From an optimization exercise on the open Yosys and OpenROAD flow, aimed at small area and a short achievable clock period; shortcuts taken in it are not production practice.

## birch
Design Integrator, start of the top module:
module Integrator
          (clk,
           reset,
           In,
           Out);
  input   clk;
  input   reset;
  input   signed [21:0] In;
  output  signed [21:0] Out;
  reg  [20:0] x1;    
  reg  [20:0] v;     
  reg         vc;    
  reg  [21:0] y1;    
  reg  [21:0] y2;    
  wire [20:0] x = In[20:0];
  wire ts0, tc0;
  Integrator_fa u_fa0 (.a(1'b1), .b(~v[1]), .c(~v[5]), .s(ts0), .co(tc0));
  wire ts1, tc1;
  Integrator_fa u_fa1 (.a(~v[2]), .b(~v[6]), .c(tc0), .s(ts1), .co(tc1));
  wire ts2, tc2;
  Integrator_fa u_fa2 (.a(~v[0]), .b(~v[3]), .c(~v[7]), .s(ts2), .co(tc2));
  wire ts3, tc3;
  Integrator_fa u_fa3 (.a(1'b1), .b(~v[1]), .c(~v[4]), .s(ts3), .co(tc3));
  wire ts4, tc4;
  Integrator_fa u_fa4 (.a(~v[8]), .b(tc2), .c(ts3), .s(ts4), .co(tc4));
  wire ts5, tc5;
  Integrator_fa u_fa5 (.a(v[0]), .b(~v[2]), .c(~v[5]), .s(ts5), .co(tc5));
  wire ts6, tc6;
  Integrator_fa u_fa6 (.a(~v[9]), .b(tc3), .c(ts5), .s(ts6), .co(tc6));
  wire ts7, tc7;
  Integrator_fa u_fa7 (.a(v[1]), .b(~v[10]), .c(~v[3]), .s(ts7), .co(tc7));
  wire ts8, tc8;
  Integrator_fa u_fa8 (.a(~v[6]), .b(tc5), .c(ts7), .s(ts8), .co(tc8));
  wire ts9, tc9;
  Integrator_fa u_fa9 (.a(v[2]), .b(vc), .c(x1[0]), .s(ts9), .co(tc9));
  wire ts10, tc10;
  Integrator_fa u_fa10 (.a(~v[11]), .b(~v[4]), .c(~v[7]), .s(ts10), .co(tc10));
  wire ts11, tc11;
  Integrator_fa u_fa11 (.a(tc7), .b(ts10), .c(ts9), .s(ts11), .co(tc11));
  wire ts12, tc12;
  Integrator_fa u_fa12 (.a(v[3]), .b(vc), .c(x1[1]), .s(ts12), .co(tc12));
  wire ts13, tc13;
  Integrator_fa u_fa13 (.a(~v[12]), .b(~v[5]), .c(~v[8]), .s(ts13), .co(tc13));
  wire ts14, tc14;
  Integrator_fa u_fa14 (.a(tc10), .b(tc9), .c(ts12), .s(ts14), .co(tc14));
  wire ts15, tc15;
  Integrator_fa u_fa15 (.a(ts13), .b(tc11), .c(ts14), .s(ts15), .co(tc15));
  wire ts16, tc16;
  Integrator_fa u_fa16 (.a(v[4]), .b(vc), .c(x1[2]), .s(ts16), .co(tc16));
  wire ts17, tc17;
  ...
==> flow/config.mk <==
export PLATFORM = sky130hd
export DESIGN_NAME = Integrator
export DESIGN_NICKNAME = Integrator
export VERILOG_FILES = /design/flow/design.v
export SDC_FILE = /design/flow/constraint.sdc
export NUM_CORES = 4
export LEC_CHECK = 0
export CAP_MARGIN = 20
export CORE_MARGIN = 2
export CORE_UTILIZATION = 40
export CTS_BUF_LIST = sky130_fd_sc_hd__clkbuf_4 sky130_fd_sc_hd__clkbuf_8
export CTS_CLUSTER_DIAMETER = 100
export CTS_CLUSTER_SIZE = 30
export SETUP_SLACK_MARGIN = 4
export SLEW_MARGIN = 20
export SYNTH_HIERARCHICAL = 1
export SYNTH_MINIMUM_KEEP_SIZE = 0
==> flow/constraint.sdc <==
create_clock -name core_clock -period 14.0 [get_ports {clk}]
set_input_delay 2.8000 -clock core_clock [delete_from_list [all_inputs] [get_ports {clk}]]
set_output_delay 2.8000 -clock core_clock [all_outputs]
set_load 0.01 [all_outputs]
standard.sh (not shown) runs the stock make flow with config.mk's settings and CLKGATE_MAP_FILE= SYNTH_SCRIPT=/design/flow/synth_recipe.tcl, a recipe that flattens the netlist after the stock synthesis.
==> flow/flow/run.sh <==
#!/bin/bash
# Layout flow: the standard synthesis and ORFS layout (standard.sh) with two
# changes to how the layout is made:
#  - the input and output ports get plain buffer cells (buffer_ports
#    -buffer_cell) instead of the delay cells buffer_ports picks by itself;
#  - clock tree synthesis adds no dummy loads (-dont_use_dummy_load); the
#    other CTS arguments are the ones ORFS builds from config.mk.
# Each step's full output goes to a log file here (ORFS keeps its own per-step
# logs under orfs/logs).
set -euo pipefail
export BUFFER_PORTS_ARGS="-buffer_cell sky130_fd_sc_hd__buf_1"
export CTS_ARGS="-sink_clustering_enable -repair_clock_nets -sink_clustering_size 30 -sink_clustering_max_diameter 100 -buf_list {sky130_fd_sc_hd__clkbuf_4 sky130_fd_sc_hd__clkbuf_8} -dont_use_dummy_load"
bash standard.sh synth > run_synth.log 2>&1
bash standard.sh > run_layout.log 2>&1
### birch -> cedar
-- flow/flow/run.sh --
<<< birch, line 10
set -euo pipefail
export BUFFER_PORTS_ARGS="-buffer_cell sky130_fd_sc_hd__buf_1"
export CTS_ARGS="-sink_clustering_enable -repair_clock_nets -sink_clustering_size 30 -sink_clustering_max_diameter 100 -buf_list {sky130_fd_sc_hd__clkbuf_4 sky130_fd_sc_hd__clkbuf_8} -dont_use_dummy_load"
>>> cedar, line 10
set -euo pipefail
export BUFFER_PORTS_ARGS="-buffer_cell sky130_fd_sc_hd__buf_2"
export CTS_ARGS="-sink_clustering_enable -repair_clock_nets -sink_clustering_size 30 -sink_clustering_max_diameter 100 -buf_list {sky130_fd_sc_hd__clkbuf_4 sky130_fd_sc_hd__clkbuf_8} -dont_use_dummy_load"
### Flow results
- Per the comparison of cedar with birch, aggregate global-route resource usage essentially unchanged, detailed-routing iteration count for the pre-antenna-repair pass essentially unchanged.
No functional check of the RTL was part of any run of this note.

## static timing again, ports no longer ideal
No port has a modelled driver above. Below, the same layouts with a new extraction and two added sets of constraints.
Step 1: set_driving_cell puts a clkbuf_16 on clk and a buf_2 on each other input, an assumption about the parent block.
Step 2 adds t to the input delays and takes it off the output delays; t is the mean of the earliest and latest rising clock arrival at the registers after step 1. Input paths then give back, and output paths get back, about the clock's delay inside the block.
a / b / c = ideal / step 1 / step 2; a / b = the first two.
| run | shift t [ns] | setup slack, ns | worst setup path at the end |
|---|---|---|---|
| birch | 0.406 | 4.474 / 4.446 / 4.446 | input to output |
| cedar | 0.411 | 4.578 / 4.557 / 4.557 | input to output |
After both steps every run listed still meets setup and hold. For birch, which loses most, drivers alone change the setup slack by -0.028 ns; drivers and shift together by -0.028 ns.
